This design comes from an exercise in tuning for small area, a short achievable clock period and few clock cycles on the open sky130 flow, not from production work.
In this exercise RTL edits were held to simulation tests only and were not proved equivalent to the original.
Power and IR drop assume default switching activity.

==> design/flow/config.mk <==
export PLATFORM = sky130hd
export DESIGN_NAME = core
export DESIGN_NICKNAME = core
export VERILOG_FILES = /design/flow/design.v
export SDC_FILE = /design/flow/constraint.sdc
export NUM_CORES = 4
export LEC_CHECK = 0
export CAP_MARGIN = 20
export CORE_MARGIN = 2
export CORE_UTILIZATION = 40
export SLEW_MARGIN = 20
==> design/flow/constraint.sdc <==
create_clock -name core_clock -period 12.0 [get_ports {i_clk}]
set_input_delay 2.4000 -clock core_clock [delete_from_list [all_inputs] [get_ports {i_clk}]]
set_output_delay 2.4000 -clock core_clock [all_outputs]
set_load 0.01 [all_outputs]
==> design/flow/design.v <==
module core #(                              
	parameter ADDR_W = 32,
	parameter INST_W = 32,
	parameter DATA_W = 32
)(
	input                   i_clk,
	input                   i_rst_n,
	output     [ ADDR_W-1 : 0 ] o_i_addr,
	input      [ INST_W-1 : 0 ] i_i_inst,
	output reg                  o_d_wen,
	output     [ ADDR_W-1 : 0 ] o_d_addr,
	output     [ DATA_W-1 : 0 ] o_d_wdata,
	input      [ DATA_W-1 : 0 ] i_d_rdata,
	output reg [    1 : 0 ] o_status,
	output reg              o_status_valid
);
reg  [9:0]  pc_f;           
reg         f_valid;
reg  [9:0]  pc_i;           
reg         i_valid;
reg         halt;
reg  [31:0] ir;
reg  [9:0]  pc_r;
reg         r_valid;
reg         x_valid;
reg  [31:0] x_a, x_b;
reg  [15:0] x_imm;
reg  [4:0]  x_rd;
reg         x_wr, x_lw, x_sw, x_eof, x_oor, x_itype;
reg         x_add, x_sub, x_addu, x_subu, x_and, x_or, x_nor, x_slt;
reg         x_fwd_a, x_fwd_b;
reg  [31:0] m_res;
reg  [4:0]  m_rd;
reg         m_wen, m_lw;
reg  [5:0]  d_addr;
reg  [31:0] w_res;
reg  [4:0]  w_rd;
reg         w_wen, w_lw;
reg         pend2;
reg  [31:0] rf [0:31];
reg  [31:0] rfv;
assign o_i_addr  = {22'd0, pc_f};
assign o_d_addr  = {24'd0, d_addr, 2'b00};
assign o_d_wdata = m_res;
wire [3:0]  op   = ir[29:26];
wire [4:0]  rs   = ir[25:21];
wire [4:0]  rt   = ir[20:16];
wire [4:0]  rdf  = ir[15:11];
wire [15:0] imm  = ir[15:0];
wire d_add  = (op == 4'd1);
wire d_sub  = (op == 4'd2);
wire d_addu = (op == 4'd3);
wire d_subu = (op == 4'd4);
wire d_addi = (op == 4'd5);
wire d_lw   = (op == 4'd6);
wire d_sw   = (op == 4'd7);
wire d_and  = (op == 4'd8);
wire d_or   = (op == 4'd9);
wire d_nor  = (op == 4'd10);
wire d_beq  = (op == 4'd11);
wire d_bne  = (op == 4'd12);
wire d_slt  = (op == 4'd13);
wire d_eof  = (op == 4'd14);
wire d_rtype  = d_add | d_sub | d_addu | d_subu | d_and | d_or | d_nor | d_slt;
wire d_br     = d_beq | d_bne;
wire d_use_rs = ~d_eof;
wire d_use_rt = d_rtype | d_sw | d_br;
wire d_wr     = d_rtype | d_addi | d_lw;
wire [4:0] d_rd = d_rtype ? rdf : rt;
wire [31:0] rd_rs = rf[rs] & {32{rfv[rs]}};
wire [31:0] rd_rt = rf[rt] & {32{rfv[rt]}};
wire m_hit_s = m_wen & ~m_lw & (m_rd == rs);
wire m_hit_t = m_wen & ~m_lw & (m_rd == rt);
wire w_hit_s = w_wen & (w_rd == rs);
wire w_hit_t = w_wen & (w_rd == rt);
wire [31:0] v_rs = m_hit_s ? m_res : (w_hit_s & ~w_lw) ? w_res : rd_rs;
wire [31:0] v_rt = m_hit_t ? m_res : (w_hit_t & ~w_lw) ? w_res : rd_rt;
wire [31:0] a_rs = (~m_hit_s & w_hit_s & w_lw) ? i_d_rdata : v_rs;
wire [31:0] a_rt = (~m_hit_t & w_hit_t & w_lw) ? i_d_rdata : v_rt;
wire x_hit_s = x_valid & x_wr & (x_rd == rs);
wire x_hit_t = x_valid & x_wr & (x_rd == rt);
wire ml_s    = m_wen & m_lw & (m_rd == rs);
wire ml_t    = m_wen & m_lw & (m_rd == rt);
wire wl_s    = w_wen & w_lw & (w_rd == rs);
wire wl_t    = w_wen & w_lw & (w_rd == rt);
wire hz_s = d_use_rs & ((x_hit_s & (x_lw | d_br)) | ml_s | (wl_s & d_br & ~m_hit_s));
wire hz_t = d_use_rt & ((x_hit_t & (x_lw | d_br)) | ml_t | (wl_t & d_br & ~m_hit_t));
wire stall = r_valid & (hz_s | hz_t);
wire        eq     = (v_rs == v_rt);
wire        taken  = d_beq ? eq : ~eq;
wire [16:0] tgt    = {7'd0, pc_r} + 17'd4 + {1'b0, imm};
wire [10:0] seq    = {1'b0, pc_r} + 11'd4;
wire        oor    = taken ? (tgt[16:10] != 7'd0) : seq[10];
wire [31:0] xa = x_fwd_a ? m_res : x_a;
wire [31:0] xb = x_fwd_b ? m_res : x_b;
wire        x_inv = x_sub | x_subu | x_slt;
wire [31:0] bop   = x_inv ? ~xb : xb;
wire [32:0] sum   = {1'b0, xa} + {1'b0, bop} + {32'd0, x_inv};
wire        sovf  = (xa[31] == bop[31]) & (sum[31] != xa[31]);
wire        lt    = (xa[31] != xb[31]) ? xa[31] : sum[31];
wire [8:0]  alo   = {1'b0, xa[7:0]} + {1'b0, x_imm[7:0]};
wire [31:0] bz    = {16'd0, x_imm};
wire [31:0] axb   = xa ^ bz;
wire [31:0] aob   = xa | bz;
wire        a_ok  = (axb[8] == alo[8]) & (axb[31:9] == aob[30:8]);
wire x_err = (x_add | x_sub) & sovf
           | x_addu & sum[32]
           | x_subu & ~sum[32]
           | (x_lw | x_sw) & ~a_ok;
reg [31:0] x_res;
always @(*) begin
	x_res = sum[31:0];
	if (x_and) x_res = xa & xb;
	if (x_or)  x_res = xa | xb;
	if (x_nor) x_res = ~(xa | xb);
	if (x_slt) x_res = {31'd0, lt};
	if (x_sw)  x_res = xb;
end
wire kill = x_valid & (x_eof | x_err);
wire r_go     = r_valid & ~stall & ~kill;
wire redirect = r_go & d_br & taken & (imm != 16'd0);
wire r_stop   = r_go & (d_eof | (d_br & oor));
wire stop     = kill | r_stop | halt;
wire refetch  = stall & i_valid;
always @(posedge i_clk or negedge i_rst_n) begin
	if (!i_rst_n) begin
		pc_f    <= 10'd0;
		f_valid <= 1'b1;
		pc_i    <= 10'd0;
		i_valid <= 1'b0;
		halt    <= 1'b0;
		r_valid <= 1'b0;
		x_valid <= 1'b0;
		m_wen   <= 1'b0;
		w_wen   <= 1'b0;
		o_d_wen <= 1'b0;
		o_status_valid <= 1'b0;
		pend2   <= 1'b0;
	end else begin
		halt    <= stop;
		f_valid <= ~stop;
		pc_i    <= pc_f;
		if (redirect)      pc_f <= tgt[9:0];
		else if (refetch)  pc_f <= pc_i;
		else               pc_f <= pc_f + 10'd4;
		i_valid <= f_valid & ~stop & ~redirect & ~refetch;
		if (stop)        r_valid <= 1'b0;
		else if (~stall) r_valid <= i_valid & ~redirect;
		x_valid <= r_go;
		m_wen   <= x_valid & x_wr & ~x_err;
		w_wen   <= m_wen;
		o_d_wen <= x_valid & x_sw & ~x_err;
		o_status_valid <= x_valid | pend2;
		pend2   <= x_valid & x_oor;
	end
end
always @(posedge i_clk) begin
	if (~stall) begin
		ir   <= i_i_inst;
		pc_r <= pc_i;
	end
	x_a     <= a_rs;
	x_b     <= d_addi ? {{16{imm[15]}}, imm} : a_rt;
	x_imm   <= imm;
	x_rd    <= d_rd;
	x_wr    <= d_wr;
	x_lw    <= d_lw;
	x_sw    <= d_sw;
	x_eof   <= d_eof;
	x_oor   <= d_br & oor;
	x_itype <= d_addi | d_lw | d_sw | d_br;
	x_add   <= d_add | d_addi;
	x_sub   <= d_sub;
	x_addu  <= d_addu;
	x_subu  <= d_subu;
	x_and   <= d_and;
	x_or    <= d_or;
	x_nor   <= d_nor;
	x_slt   <= d_slt;
	x_fwd_a <= x_hit_s;
	x_fwd_b <= x_hit_t & ~d_addi;
	m_res   <= x_res;
	m_rd    <= x_rd;
	m_lw    <= x_lw;
	d_addr  <= alo[7:2];
	w_res   <= m_res;
	w_rd    <= m_rd;
	w_lw    <= m_lw;
	if (x_valid)
		o_status <= x_err ? 2'd2 : x_eof ? 2'd3 : {1'b0, x_itype};
	else
		o_status <= 2'd2;
end
wire [31:0] w_data = w_lw ? i_d_rdata : w_res;
always @(posedge i_clk) begin
	if (w_wen) rf[w_rd] <= w_data;
end
always @(posedge i_clk or negedge i_rst_n) begin
	if (!i_rst_n) rfv <= 32'd0;
	else if (w_wen) rfv[w_rd] <= 1'b1;
end
endmodule
==> design/flow/run.sh <==
#!/bin/bash
# synth_recipe.tcl (not shown) runs the flow's synth.tcl, then flattens the netlist and writes it again
# the make line also repeats each setting of config.mk as NAME=value (left out here)
make -C /OpenROAD-flow-scripts/flow DESIGN_CONFIG=/design/flow/config.mk WORK_HOME=/design/flow/orfs CLKGATE_MAP_FILE= SYNTH_SCRIPT=/design/flow/synth_recipe.tcl finish
==> run notes <==
-- layer usage --
layer / GRT usage / share of wire / vias up / wire length, um
met1: 0.3227 / 0.39 / 20860 / 79500
li1: - / - / 16980 / -
met4: 0.09931 / 0.040 / 10 / 8171
met3: 0.04433 / 0.084 / 416 / 16910
met5: 0 / 0.00032 / - / 64
met2: 0.3979 / 0.48 / 2007 / 97330
-- critical path, delay by kind of cell, from the launching register on --
family,cells,cell delay (ps)
AND/OR/NAND/NOR,7,3660
buffers and inverters,2,950
flip-flops,1,710
AO/OA/AOI/OAI,2,520
XOR/XNOR,2,430
multiplexers,1,420
-- final cells by class --
cell class / count / share of cell area
flip-flops and latches: 1321 / 0.5154
multi-input cells: 2484 / 0.3498
clock inverters: 55 / 0.008855
clock buffers: 200 / 0.05623
well taps: 2072 / 0.03569
repair buffers: 236 / 0.02903
diodes: 3 / 0.0001034
inverters: 94 / 0.004858
-- logic make-up after synthesis --
logic type,after synthesis,share of synthesized area
muxes,847,0.2218
AOI/OAI and AO/OA,739,0.08229
other,1,0.00005844
buffers and inverters,429,0.03112
and+or+nand+nor,624,0.04618
DFF,1321,0.5830
xor gates and xnor gates,150,0.02047
adders and majority gates,76,0.01505
-- worst max path at each step --
stage                          from                  end  slack, ps
floorplan           x_fwd_a$_DFF_P_  pc_f[0]$_DFFE_PN0P_       6800
global placement           register  pc_f[1]$_DFFE_PN0P_       5160
detailed placement         register  pc_f[1]$_DFFE_PN0P_       5150
CTS                        register  pc_f[1]$_DFFE_PN0P_       5130
global route               register  pc_f[1]$_DFFE_PN0P_       4860
finish                     register  pc_f[1]$_DFFE_PN0P_       5000
-- stage by stage --
step | hold WS [ps] | total power, mW | worst slack, ps | utilization | std cells
2_1_floorplan | 351.3 | 6.274 | 6804 | - | 4234
3_3_place_gp | 361.5 | 6.792 | 5162 | 0.4269 | 6206
3_5_place_dp | 355.9 | 6.811 | 5147 | 0.4270 | 6207
4_1_cts | 371.6 | 11.28 | 5127 | 0.4567 | 6462
5_1_grt | 380.1 | 11.57 | 4864 | 0.4570 | 6464
6_report | 376.4 | 11.23 | 4998 | 0.4570 | 6465
-- report_power, final --
| group | leakage, nW | internal, mW | switching, mW |
|---|---|---|---|
| clock network | 2.30 | 2.67 | 1.82 |
| logic | 10.9 | 0.545 | 0.830 |
| registers | 12.2 | 5.20 | 0.163 |
| total | 25.4 | 8.41 | 2.81 |
-- registers in the layout, indices dropped and copies added, names as in the netlist, 2 cells and up, named ones only --
name      count
ir           30
m_rd          5
x_a          32
rfv          32
x_rd          5
x_imm        16
pc_r         10
o_status      2
pc_f         10
x_b          32
rf         1024
m_res        32
w_res        32
d_addr        6
w_rd          5
pc_i         10
-- layout by cell type, fill, tap and decap left out, types with 61 or more instances in the layout --
cell type / n
buf_4: 116
nand2_1: 240
xor2_1: 69
a22oi_1: 118
edfxtp_1: 1064
dfxtp_1: 185
xnor2_1: 81
clkbuf_16: 152
a21oi_1: 108
nor2_1: 98
clkdlybuf4s50_1: 114
mux4_2: 443
mux2i_1: 311
dfrtp_1: 61
o21ai_0: 110
mux2_2: 85
inv_1: 94
ha_1: 74
==> run notes <==
status complete, no violations; worst reg-to-reg path cell count 14; first-pass GRT wire length 286300 um; WHS Endpoint w_lw$_DFF_P_; CTS tree built; Max-Cap Viols 0; share of layout cells above drive strength 1 0.2257; clk sinks 1321; Routed Antenna Nets 0; area leader, netlist edfxtp_1; cts bufs inserted 141; multi-input logic area 25410 um2; maximum clock rate 142.8 MHz; DRT Pass-1 Iters 6; Area Growth Syn to Fin 13.19%; period utilisation layout 0.5835; register area 37440 um2; # hold bufs at CTS 0; Pleak 25.37 nW; detailed placement HPWL 121700 um; vias in the first global route 39790; largest cells by area after synthesis edfxtp_1 50%, mux4_2 16%, dfxtp_1 6.1%; initial antenna violation count 13; Clock Skews 31.69 ps; Req. time, crit path 12670 ps; CP Capture Type register; worst path cell trace buf_12, nor2b_2, buf_4, a22o_1, nor3_1, nor4_1, o21ai_0, xor2_1, nor4_1, nand4_1, nor3_4, xnor2_1, nor4_4, mux2_2; Fin. Hold Viols 0; Die H 404.5 um; mean post-synth cell area 15.32 um2; relative slew slack 0.1832; VDD IR max 144.0 uV; Yosys top cell area share 0.4979; Placed Area 67860 um2; DR vias/cell 6.229; Async SR Flop Fraction 0.04693; NumNets Final 4420; min Tclk post-route 7002 ps; Post-synth EDFFs 1064; worst min path class register to register; Core ar. 158900 um2; GPL Wtd Cong 0.8848; CP max stage cell nor4_1; Critical Path Most Common Cell nor4_1; CTS root buf clkbuf_16; Iter 0 DRT Violations 4917; Die Span X 404.5 um; Synth cell types 86; clock latency on the worst-skew pair 790 ps; Ports 166; CP Class register to register; post-route setup TNS 0 ps; H-tree depth 4; post-synthesis sequential area ratio 0.5830; WL/cell 31.24 um; row cnt 146; Clock transition at path regs 60 ps; initial core utilization 0.4037; largest net degree at the start of global routing 106; Post-CTS Setup Bufs 0; Cell Area, Synth 64170 um2; Ys Warns 1; crit path DAT 7670 ps; Hold Crit Depth 0; GRT Overall Usage 0.2441; Die ar. 163600 um2; Power Dens Cells 154.5 nW/um2; ys flop type edfxtp_1; I/O Buffers 115; filler cell count 13700; post_cts resized 0; Clock Path Buffers 3; critical path peak fanout 66; final setup fails 0; Startpoint Class register; worst reg2reg endpoint pc_f[1]$_DFFE_PN0P_; Worst-Margin Slew 1214 ps; Synth Instances 4187; DRC viols 0; routed wire length 202000 um; flops & latches, synth 1321; R2R setup slack 5000 ps; most frequent cell after synthesis edfxtp_1; count of final max-slew check failures 0; RSZ-0062 raised after global routing no; slowest stage delay, CP 1050 ps; Post-Layout Inst Area 72630 um2; Commonest cells post-synth 1064 x edfxtp_1, 443 x mux4_2, 311 x mux2i_1; grt ovf 0; via count 40270; worst hold start m_lw$_DFF_P_
Testbench counts, summed over its fixed seeds: cycles 41,967.

[separate check: timing with driven ports]
Ports are ideal in the flow. The routed layout listed here was re-timed in OpenROAD.
Step 1 sets driving cells, clkbuf_16 on the clock port and buf_2 on the other inputs (assumed; they add their load-dependent delay and slew).
Step 2, shift: input delay + t, output delay - t, t = (earliest + latest rising clock arrival at the registers) / 2. This alone moves slack from input paths to output paths.
Slacks: ideal / step 1 / step 2; pairs: ideal / step 1.
t, ns: 0.857
slack for setup (ns): 4.998 / 4.998 / 4.998
hold slack, ns: 0.376 / 0.376 / 0.376
worst setup path after step 2: register to register
After both steps setup and hold are still met in this run. The setup slack of this run moves by 0.000 ns with the drivers and by 0.000 ns with both steps.
